This is an optimization exercise on Yosys and OpenROAD, whose aim is small area, not a production implementation.
In this exercise RTL edits were held to simulation tests only and were not proved equivalent to the original.
The clock input has no modelled driver; a real chip could not lean on it and would need a root buffer or a full tree.

==> v20 <==
==> flow/design.v <==
`timescale 1ps/1ps
module spi_screen(
	input clk,
	input resetn,
	output lcd_resetn,
	output lcd_cs,
	output lcd_rs,
	output lcd_data
);
reg [4:0] b;
reg [7:0] s;
reg [7:0] x;
reg       done;
reg [8:0] rom;
always @(*) begin
	case (s[6:0])
		7'd53: rom = 9'h002;
		7'd54: rom = 9'h040;
		7'd58: rom = 9'h036;
		7'd59: rom = 9'h170;
		7'd60: rom = 9'h03a;
		7'd61: rom = 9'h105;
		7'd62: rom = 9'h0b2;
		7'd63: rom = 9'h10c;
		7'd64: rom = 9'h10c;
		7'd65: rom = 9'h100;
		7'd66: rom = 9'h133;
		7'd67: rom = 9'h133;
		7'd68: rom = 9'h0b7;
		7'd69: rom = 9'h135;
		7'd70: rom = 9'h0bb;
		7'd71: rom = 9'h119;
		7'd72: rom = 9'h0c0;
		7'd73: rom = 9'h12c;
		7'd74: rom = 9'h0c2;
		7'd75: rom = 9'h101;
		7'd76: rom = 9'h0c3;
		7'd77: rom = 9'h112;
		7'd78: rom = 9'h0c4;
		7'd79: rom = 9'h120;
		7'd80: rom = 9'h0c6;
		7'd81: rom = 9'h10f;
		7'd82: rom = 9'h0d0;
		7'd83: rom = 9'h1a4;
		7'd84: rom = 9'h1a1;
		7'd85: rom = 9'h0e0;
		7'd86: rom = 9'h1d0;
		7'd87: rom = 9'h104;
		7'd88: rom = 9'h10d;
		7'd89: rom = 9'h111;
		7'd90: rom = 9'h113;
		7'd91: rom = 9'h12b;
		7'd92: rom = 9'h13f;
		7'd93: rom = 9'h154;
		7'd94: rom = 9'h14c;
		7'd95: rom = 9'h118;
		7'd96: rom = 9'h10d;
		7'd97: rom = 9'h10b;
		7'd98: rom = 9'h11f;
		7'd99: rom = 9'h123;
		7'd100: rom = 9'h0e1;
		7'd101: rom = 9'h1d0;
		7'd102: rom = 9'h104;
		7'd103: rom = 9'h10c;
		7'd104: rom = 9'h111;
		7'd105: rom = 9'h113;
		7'd106: rom = 9'h12c;
		7'd107: rom = 9'h13f;
		7'd108: rom = 9'h144;
		7'd109: rom = 9'h151;
		7'd110: rom = 9'h12f;
		7'd111: rom = 9'h11f;
		7'd112: rom = 9'h11f;
		7'd113: rom = 9'h120;
		7'd114: rom = 9'h123;
		7'd115: rom = 9'h021;
		7'd116: rom = 9'h029;
		7'd117: rom = 9'h02a;
		7'd118: rom = 9'h100;
		7'd119: rom = 9'h128;
		7'd120: rom = 9'h101;
		7'd121: rom = 9'h117;
		7'd122: rom = 9'h02b;
		7'd123: rom = 9'h100;
		7'd124: rom = 9'h135;
		7'd125: rom = 9'h100;
		7'd126: rom = 9'h1bb;
		7'd127: rom = 9'h02c;
		default: rom = 9'h000;
	endcase
end
wire b8  = (b == 5'd8);
wire b16 = b[4];
wire col0 = (x == 8'd222);
wire col1 = (x == 8'd0);
wire frozen = done & (b == 5'd0) & col0 & (s == 8'd247);
always @(posedge clk or negedge resetn) begin
	if (~resetn) begin
		b <= 0;
		s <= 8'd172;
		x <= 8'd222;
		done <= 0;
	end else if (!frozen) begin
		b <= (b16 | (b8 & ~done)) ? 5'd0 : b + 5'd1;
		if (~done) begin
			if (b8) begin
				s <= s + 8'd1;
				if (s == 8'd255) done <= 1;
			end
		end else begin
			if (b8 & col0) s <= s + 8'd7;
			else if (b16 & col0) s <= s + 8'd9;
			else if (b8 & col1) s <= s + 8'd1;
		end
		if (b16) begin
			if (col0) x <= 8'd0;
			else if (col1) x <= 8'd16;
			else x <= x + 8'd17;
		end
	end
end
wire pre_cs_low = (s >= 8'd186 && !b8) || (s == 8'd181 && b >= 5'd3) || (s == 8'd182 && b <= 5'd1);
wire pre_data = rom[3'd7 - b[2:0]];
wire pre_resetn = !(s < 8'd175 || (s == 8'd175 && b == 5'd0));
reg pix_data;
always @(*) begin
	case (b)
		5'd1: pix_data = x[7] & (s != 8'd0);
		5'd2: pix_data = x[6] & (s != 8'd0);
		5'd3: pix_data = x[5] & (s != 8'd0);
		5'd4: pix_data = x[4] & (s != 8'd0);
		5'd5: pix_data = x[3] & (s != 8'd0);
		5'd6: pix_data = s[7];
		5'd7: pix_data = s[6];
		5'd8: pix_data = s[5];
		5'd9: pix_data = s[4];
		5'd10: pix_data = s[3];
		5'd11: pix_data = s[2];
		default: pix_data = 1'b0;
	endcase
end
assign lcd_resetn = done | pre_resetn;
assign lcd_cs     = done ? (b == 5'd0) : !pre_cs_low;
assign lcd_rs     = done | rom[8];
assign lcd_data   = done ? pix_data : pre_data;
endmodule
==> flow/flow/run.sh <==
#!/bin/bash
# Own layout flow: the standard synthesis, then the combinational logic of
# its netlist is mapped again for area by ABC with a few scripts, keeping the
# smallest result (the flip-flops, their names and cell types stay as the
# standard synthesis made them), then the standard layout from that
# netlist. Each tool writes its full output to a log file here.
set -euo pipefail
R=orfs/results/$FLOW_PLATFORM/spi_screen/base
bash standard.sh synth > log_synth.txt 2>&1
cp $R/1_2_yosys.v std_synth.v
LIB=$FLOW_HOME/platforms/$FLOW_PLATFORM/lib/sky130_fd_sc_hd__tt_025C_1v80.lib
R2="balance; rewrite; refactor; balance; rewrite; rewrite -z; balance; refactor -z; rewrite -z; balance"
scripts=(
 "strash; $R2; &get -n; &deepsyn -T 20; &put; dch -f; amap -F 2 -A 5; topo"
 "strash; $R2; &get -n; &deepsyn -T 20; &put; dch -f; amap; topo"
 "strash; $R2; &get -n; &deepsyn -T 20 -S 3; &put; dch -f; amap -F 2 -A 5; topo"
 "strash; $R2; &get -n; &deepsyn -T 20; &put; dch -f; map -a; topo"
 "strash; $R2; &get -n; &deepsyn -T 20 -S 7; &put; dch -f; amap -m; topo"
 "strash; $R2; $R2; dch -f; amap -F 2 -A 5; topo"
 "strash; dch -f; map -a; topo"
 "strash; $R2; &get -n; &deepsyn -T 20 -S 11; &put; dch -f; map -a; topo"
)
reopt() {
  i=$1
  echo "${scripts[$i]}" > $PWD/area_$i.abc
  yosys -l log_reopt_$i.txt -p "
read_liberty -ignore_miss_func $LIB
read_verilog std_synth.v
hierarchy -top $FLOW_TOP
blackbox sky130_fd_sc_hd__*df* sky130_fd_sc_hd__conb_1
flatten
opt_clean
abc -liberty $LIB -dont_use *lpflow* -dont_use *probe* -dont_use sky130_fd_sc_hd__fa_* -dont_use sky130_fd_sc_hd__ha_* -D 10000 -script $PWD/area_$i.abc
opt_clean -purge
hilomap -singleton -hicell sky130_fd_sc_hd__conb_1 HI -locell sky130_fd_sc_hd__conb_1 LO
splitnets
opt_clean -purge
stat -liberty $LIB
write_verilog -noattr -noexpr -nohex -nodec reopt_$i.v
" > /dev/null 2>&1 || true
}
for i in 0 1 2 3; do reopt $i & done; wait
for i in 4 5 6 7; do reopt $i & done; wait
best=""; bestA=1e18
for i in 0 1 2 3 4 5 6 7; do
  a=$(grep "Chip area" log_reopt_$i.txt 2>/dev/null | awk '{print $NF}' || true)
  [ -n "$a" ] && [ -f reopt_$i.v ] || continue
  if python3 -c "import sys; sys.exit(0 if $a < $bestA else 1)"; then best=$i; bestA=$a; fi
done
echo "reopt areas:" > log_choice.txt; grep -H "Chip area" log_reopt_*.txt >> log_choice.txt || true
echo "chosen: $best ($bestA)" >> log_choice.txt
if [ -n "$best" ]; then cp reopt_$best.v $R/1_2_yosys.v; rm -f $R/1_synth.odb $R/1_synth.sdc; fi
bash standard.sh "BUFFER_PORTS_ARGS=-buffer_cell sky130_fd_sc_hd__buf_1" finish > log_finish.txt 2>&1
==> flow/standard.sh <==
#!/bin/bash
# synth_recipe.tcl (not shown) runs the flow's synth.tcl, then flattens the netlist and writes it again
# the make line also repeats each setting of config.mk as NAME=value (left out here)
make -C /OpenROAD-flow-scripts/flow DESIGN_CONFIG=/design/flow/config.mk WORK_HOME=/design/flow/orfs CLKGATE_MAP_FILE= SYNTH_SCRIPT=/design/flow/synth_recipe.tcl "${@:-finish}"
==> flow/config.mk <==
export PLATFORM = sky130hd
export DESIGN_NAME = spi_screen
export DESIGN_NICKNAME = spi_screen
export VERILOG_FILES = /design/flow/design.v
export SDC_FILE = /design/flow/constraint.sdc
export NUM_CORES = 4
export LEC_CHECK = 0
export CAP_MARGIN = 20
export CORE_MARGIN = 2
export CORE_UTILIZATION = 40
export SLEW_MARGIN = 20
==> flow/constraint.sdc <==
create_clock -name core_clock -period 10.0 [get_ports {clk}]
set_input_delay 2.0000 -clock core_clock [delete_from_list [all_inputs] [get_ports {clk}]]
set_output_delay 2.0000 -clock core_clock [all_outputs]
set_load 0.01 [all_outputs]
==> inputs of v8, as changes to v20 <==
--- a/flow/design.v
+++ b/flow/design.v
@@ -11,5 +11,4 @@
 reg [7:0] s;
 reg [7:0] x;
-reg       done;
 reg [8:0] rom;
 always @(*) begin
@@ -90,27 +89,24 @@
 	endcase
 end
+wire done = !(b[4] & (b[3] | (b[2] & b[1] & b[0])));
 wire b8  = (b == 5'd8);
-wire b16 = b[4];
+wire b16 = (b == 5'd16);
+wire b23 = (b == 5'd23);
 wire col0 = (x == 8'd222);
 wire col1 = (x == 8'd0);
-wire frozen = done & (b == 5'd0) & col0 & (s == 8'd247);
+wire frozen = (b == 5'd0) & col0 & (s == 8'd247);
 always @(posedge clk or negedge resetn) begin
 	if (~resetn) begin
-		b <= 0;
+		b <= 5'd24;
 		s <= 8'd172;
 		x <= 8'd222;
-		done <= 0;
 	end else if (!frozen) begin
-		b <= (b16 | (b8 & ~done)) ? 5'd0 : b + 5'd1;
-		if (~done) begin
-			if (b8) begin
-				s <= s + 8'd1;
-				if (s == 8'd255) done <= 1;
-			end
-		end else begin
-			if (b8 & col0) s <= s + 8'd7;
-			else if (b16 & col0) s <= s + 8'd9;
-			else if (b8 & col1) s <= s + 8'd1;
-		end
+		if (b16 | (b23 & (s == 8'd255))) b <= 5'd0;
+		else if (b == 5'd31) b <= 5'd23;
+		else b <= b + 5'd1;
+		if (b23) s <= s + 8'd1;
+		else if (b8 & col0) s <= s + 8'd7;
+		else if (b16 & col0) s <= s + 8'd9;
+		else if (b8 & col1) s <= s + 8'd1;
 		if (b16) begin
 			if (col0) x <= 8'd0;
@@ -120,7 +116,7 @@
 	end
 end
-wire pre_cs_low = (s >= 8'd186 && !b8) || (s == 8'd181 && b >= 5'd3) || (s == 8'd182 && b <= 5'd1);
+wire pre_cs_low = (s >= 8'd186 && !b23) || (s == 8'd181 && (b >= 5'd27 || b23)) || (s == 8'd182 && b[4:1] == 4'd12);
 wire pre_data = rom[3'd7 - b[2:0]];
-wire pre_resetn = !(s < 8'd175 || (s == 8'd175 && b == 5'd0));
+wire pre_resetn = !(s < 8'd175 || (s == 8'd175 && b == 5'd24));
 reg pix_data;
 always @(*) begin
--- a/flow/flow/run.sh
+++ b/flow/flow/run.sh
@@ -11,14 +11,12 @@
 LIB=$FLOW_HOME/platforms/$FLOW_PLATFORM/lib/sky130_fd_sc_hd__tt_025C_1v80.lib
 R2="balance; rewrite; refactor; balance; rewrite; rewrite -z; balance; refactor -z; rewrite -z; balance"
-scripts=(
- "strash; $R2; &get -n; &deepsyn -T 20; &put; dch -f; amap -F 2 -A 5; topo"
- "strash; $R2; &get -n; &deepsyn -T 20; &put; dch -f; amap; topo"
- "strash; $R2; &get -n; &deepsyn -T 20 -S 3; &put; dch -f; amap -F 2 -A 5; topo"
- "strash; $R2; &get -n; &deepsyn -T 20; &put; dch -f; map -a; topo"
- "strash; $R2; &get -n; &deepsyn -T 20 -S 7; &put; dch -f; amap -m; topo"
- "strash; $R2; $R2; dch -f; amap -F 2 -A 5; topo"
- "strash; dch -f; map -a; topo"
- "strash; $R2; &get -n; &deepsyn -T 20 -S 11; &put; dch -f; map -a; topo"
-)
+D="&get -n; &deepsyn -T 20 -S"
+M="dch -f; amap -F 2 -A 5; topo"
+scripts=()
+for S in 0 3 21 34 7 1; do scripts+=("strash; $R2; $D $S; &put; $M"); done
+scripts+=("strash; $R2; $D 0; &put; dch -f; amap; topo")
+scripts+=("strash; $R2; $D 0; &put; dch -f; map -a; topo")
+for S in $(seq 40 79); do scripts+=("strash; $R2; $D $S; &put; $R2; $D $((S+20)); &put; $M"); done
+N=${#scripts[@]}
 reopt() {
   i=$1
@@ -40,8 +38,9 @@
 " > /dev/null 2>&1 || true
 }
-for i in 0 1 2 3; do reopt $i & done; wait
-for i in 4 5 6 7; do reopt $i & done; wait
+for k in $(seq 0 4 $((N-1))); do
+  for i in $k $((k+1)) $((k+2)) $((k+3)); do [ $i -lt $N ] && reopt $i & done; wait
+done
 best=""; bestA=1e18
-for i in 0 1 2 3 4 5 6 7; do
+for i in $(seq 0 $((N-1))); do
   a=$(grep "Chip area" log_reopt_$i.txt 2>/dev/null | awk '{print $NF}' || true)
   [ -n "$a" ] && [ -f reopt_$i.v ] || continue
@@ -51,3 +50,3 @@
 echo "chosen: $best ($bestA)" >> log_choice.txt
 if [ -n "$best" ]; then cp reopt_$best.v $R/1_2_yosys.v; rm -f $R/1_synth.odb $R/1_synth.sdc; fi
-bash standard.sh "BUFFER_PORTS_ARGS=-buffer_cell sky130_fd_sc_hd__buf_1" finish > log_finish.txt 2>&1
+bash standard.sh "BUFFER_PORTS_ARGS=-buffer_cell sky130_fd_sc_hd__buf_1" "PRE_CTS_TCL=$PWD/flow/pre_cts.tcl" finish > log_finish.txt 2>&1
==> flow/flow/pre_cts.tcl (new file) <==
# Clock tree of one buffer: the clock port drives one clock buffer, placed at
# the centre of the flip-flops, which drives every flip-flop's clock pin.
proc my_one_clock_buffer {cell} {
  set block [ord::get_db_block]
  set db [ord::get_db]
  set clk [$block findNet clk]
  set master [$db findMaster $cell]
  set inst [odb::dbInst_create $block $master clkbuf_root]
  set net [odb::dbNet_create $block clk_root]
  $net setSigType CLOCK
  set sx 0; set sy 0; set n 0
  foreach it [$clk getITerms] {
    set i [$it getInst]
    set x [lindex [$i getLocation] 0]; set y [lindex [$i getLocation] 1]
    incr sx $x; incr sy $y; incr n
    $it disconnect
    $it connect $net
  }
  [$inst findITerm A] connect $clk
  [$inst findITerm X] connect $net
  $inst setLocation [expr {$sx / $n}] [expr {$sy / $n}]
  $inst setPlacementStatus PLACED
  puts "one clock buffer $cell drives $n clock pins"
}
my_one_clock_buffer sky130_fd_sc_hd__clkbuf_16
# the clock tree is built above: clock_tree_synthesis has nothing left to do
proc clock_tree_synthesis {args} { puts "clock_tree_synthesis skipped: one clock buffer" }
==> inputs of v3, as changes to v20 <==
--- a/flow/flow/run.sh
+++ b/flow/flow/run.sh
@@ -11,13 +11,23 @@
 LIB=$FLOW_HOME/platforms/$FLOW_PLATFORM/lib/sky130_fd_sc_hd__tt_025C_1v80.lib
 R2="balance; rewrite; refactor; balance; rewrite; rewrite -z; balance; refactor -z; rewrite -z; balance"
+D="&get -n; &deepsyn -T 20 -S"
+M="dch -f; amap -F 2 -A 5; topo"
 scripts=(
- "strash; $R2; &get -n; &deepsyn -T 20; &put; dch -f; amap -F 2 -A 5; topo"
- "strash; $R2; &get -n; &deepsyn -T 20; &put; dch -f; amap; topo"
- "strash; $R2; &get -n; &deepsyn -T 20 -S 3; &put; dch -f; amap -F 2 -A 5; topo"
- "strash; $R2; &get -n; &deepsyn -T 20; &put; dch -f; map -a; topo"
- "strash; $R2; &get -n; &deepsyn -T 20 -S 7; &put; dch -f; amap -m; topo"
- "strash; $R2; $R2; dch -f; amap -F 2 -A 5; topo"
- "strash; dch -f; map -a; topo"
- "strash; $R2; &get -n; &deepsyn -T 20 -S 11; &put; dch -f; map -a; topo"
+ "strash; $R2; $D 0; &put; $M"
+ "strash; $R2; $D 0; &put; dch -f; amap; topo"
+ "strash; $R2; $D 3; &put; $M"
+ "strash; $R2; $D 0; &put; dch -f; map -a; topo"
+ "strash; $R2; $D 0; &put; $R2; $D 2; &put; $M"
+ "strash; $R2; $D 21; &put; $M"
+ "strash; $R2; $D 7; &put; dch -f; amap -m; topo"
+ "strash; $R2; $D 1; &put; $R2; $D 2; &put; $R2; $D 3; &put; $M"
+ "strash; $R2; $D 1; &put; $R2; $D 3; &put; $M"
+ "strash; $R2; $D 34; &put; $M"
+ "strash; $R2; $D 0; &put; $M; strash; $R2; $D 2; &put; $M"
+ "strash; $R2; $D 5; &put; $R2; $D 6; &put; $M"
+ "strash; $R2; $D 8; &put; $R2; $D 9; &put; $M"
+ "strash; $R2; $D 10; &put; $R2; $D 11; &put; $M"
+ "strash; $R2; $D 12; &put; $R2; $D 13; &put; $M"
+ "strash; $R2; $D 14; &put; $R2; $D 15; &put; $M"
 )
 reopt() {
@@ -40,8 +50,9 @@
 " > /dev/null 2>&1 || true
 }
-for i in 0 1 2 3; do reopt $i & done; wait
-for i in 4 5 6 7; do reopt $i & done; wait
+for k in 0 4 8 12; do
+  for i in $k $((k+1)) $((k+2)) $((k+3)); do reopt $i & done; wait
+done
 best=""; bestA=1e18
-for i in 0 1 2 3 4 5 6 7; do
+for i in $(seq 0 15); do
   a=$(grep "Chip area" log_reopt_$i.txt 2>/dev/null | awk '{print $NF}' || true)
   [ -n "$a" ] && [ -f reopt_$i.v ] || continue
@@ -51,3 +62,3 @@
 echo "chosen: $best ($bestA)" >> log_choice.txt
 if [ -n "$best" ]; then cp reopt_$best.v $R/1_2_yosys.v; rm -f $R/1_synth.odb $R/1_synth.sdc; fi
-bash standard.sh "BUFFER_PORTS_ARGS=-buffer_cell sky130_fd_sc_hd__buf_1" finish > log_finish.txt 2>&1
+bash standard.sh "BUFFER_PORTS_ARGS=-buffer_cell sky130_fd_sc_hd__buf_1" "PRE_CTS_TCL=$PWD/flow/pre_cts.tcl" finish > log_finish.txt 2>&1
==> flow/flow/pre_cts.tcl (new file) <==
# Clock tree of one buffer: the clock port drives one clock buffer, placed at
# the centre of the flip-flops, which drives every flip-flop's clock pin.
proc my_one_clock_buffer {cell} {
  set block [ord::get_db_block]
  set db [ord::get_db]
  set clk [$block findNet clk]
  set master [$db findMaster $cell]
  set inst [odb::dbInst_create $block $master clkbuf_root]
  set net [odb::dbNet_create $block clk_root]
  $net setSigType CLOCK
  set sx 0; set sy 0; set n 0
  foreach it [$clk getITerms] {
    set i [$it getInst]
    set x [lindex [$i getLocation] 0]; set y [lindex [$i getLocation] 1]
    incr sx $x; incr sy $y; incr n
    $it disconnect
    $it connect $net
  }
  [$inst findITerm A] connect $clk
  [$inst findITerm X] connect $net
  $inst setLocation [expr {$sx / $n}] [expr {$sy / $n}]
  $inst setPlacementStatus PLACED
  puts "one clock buffer $cell drives $n clock pins"
}
my_one_clock_buffer sky130_fd_sc_hd__clkbuf_16
# the clock tree is built above: clock_tree_synthesis has nothing left to do
proc clock_tree_synthesis {args} { puts "clock_tree_synthesis skipped: one clock buffer" }
==> flow_summary_export.csv <==
group,metric,value,unit
setup_path,r2r_end,"b[3]$_DFFE_PN0N_",
worst_hold_path,min_from,"x[3]$_DFFE_PN1P_",
run_status,outcome,"finished clean",
setup_path,r2r_slack,6.79,ns
finish,num-fill-cells,476,
setup_path,cp_data_arrival_time,3.50,ns
placement,gp_congestion,0.9875,
timing,worst_slew_pin_slew,0.7299,ns
power_and_ir_drop,leakagePower,0.7095,nW
floorplanning,die_h,70.98,um
setup_path,r2r_start,"s[4]$_DFFE_PN0P_",
floorplanning,initial_utilization,0.4149,
synth,syn_avg_cell_area,6.596,um^2
finish,multi_input_cells,208,
Source of the figures above: v3

==> flow_summary_export.csv <==
group,metric,value,unit
worst_hold_path,min_from,"x[6]$_DFFE_PN1P_",
placement,gp_congestion,1.053,
run_status,outcome,"finished clean",
finish,num-fill-cells,474,
timing,worst_slew_pin_slew,0.8066,ns
floorplanning,initial_utilization,0.4100,
finish,multi_input_cells,203,
setup_path,r2r_end,"b[0]$_DFFE_PN0N_",
floorplanning,die_h,70.58,um
power_and_ir_drop,leakagePower,0.6109,nW
setup_path,cp_data_arrival_time,3.85,ns
synth,syn_avg_cell_area,6.793,um^2
setup_path,r2r_start,"b[0]$_DFFE_PN0N_",
floorplanning,core,4324,um^2
finish,inv_count,37,
setup_path,r2r_slack,6.28,ns
worst_hold_path,hold_path_depth,2,
cts,cts-resized-gates,0,
Source of the figures above: v8

==> flow_summary_export.csv <==
group,metric,value,unit
finish,multi_input_cells,215,
finish,num-fill-cells,464,
finish,clock_buffers,4,
setup_path,cp_data_arrival_time,3.87,ns
synth,yosys_warnings,1,
run_status,outcome,"finished clean",
floorplanning,initial_utilization,0.4187,
cts,cts_hold_buf,0,
setup_path,r2r_slack,7.08,ns
setup_path,r2r_start,"s[1]$_DFFE_PN0P_",
placement,gp_congestion,1.031,
setup_path,start_kind,"flip-flop",
setup_path,critPathLaunch,"s[3]$_DFFE_PN1P_",
timing,worst_slew_pin_slew,0.7562,ns
setup_path,r2r_end,"s[7]$_DFFE_PN1P_",
timing,fin_worst_skew,0.007546,ns
floorplanning,die_h,71.74,um
Source of the figures above: v20

In v8 and v3 the design's own scripts or RTL, not TritonCTS, make the clock network.

re-timing with driven ports:
No port has a modelled driver above. Below, the same layouts with a new extraction and two added sets of constraints. Step 1 sets driving cells, clkbuf_16 on the clock port and buf_2 on the other inputs (assumed; they add their load-dependent delay and slew). Step 2 times the ports against the registers' clock, not the clock port: input delays grow and output delays shrink by t, the midpoint of the rising clock arrivals with the driver on. Three values: no drivers, after step 1, after step 2; two values: the first two.
run	t (ns)	setup slack, ns	worst setup path after step 2	slew at the worst register clock pin (ns)
v20	0.284	4.127 / 4.102 / 4.387	register to output	0.08 / 0.08
v8	0.176	4.152 / 4.122 / 4.298	register to output	0.08 / 0.08
v3	0.179	4.504 / 4.476 / 4.655	register to output	0.09 / 0.09
After both steps setup and hold are still met in every run listed.
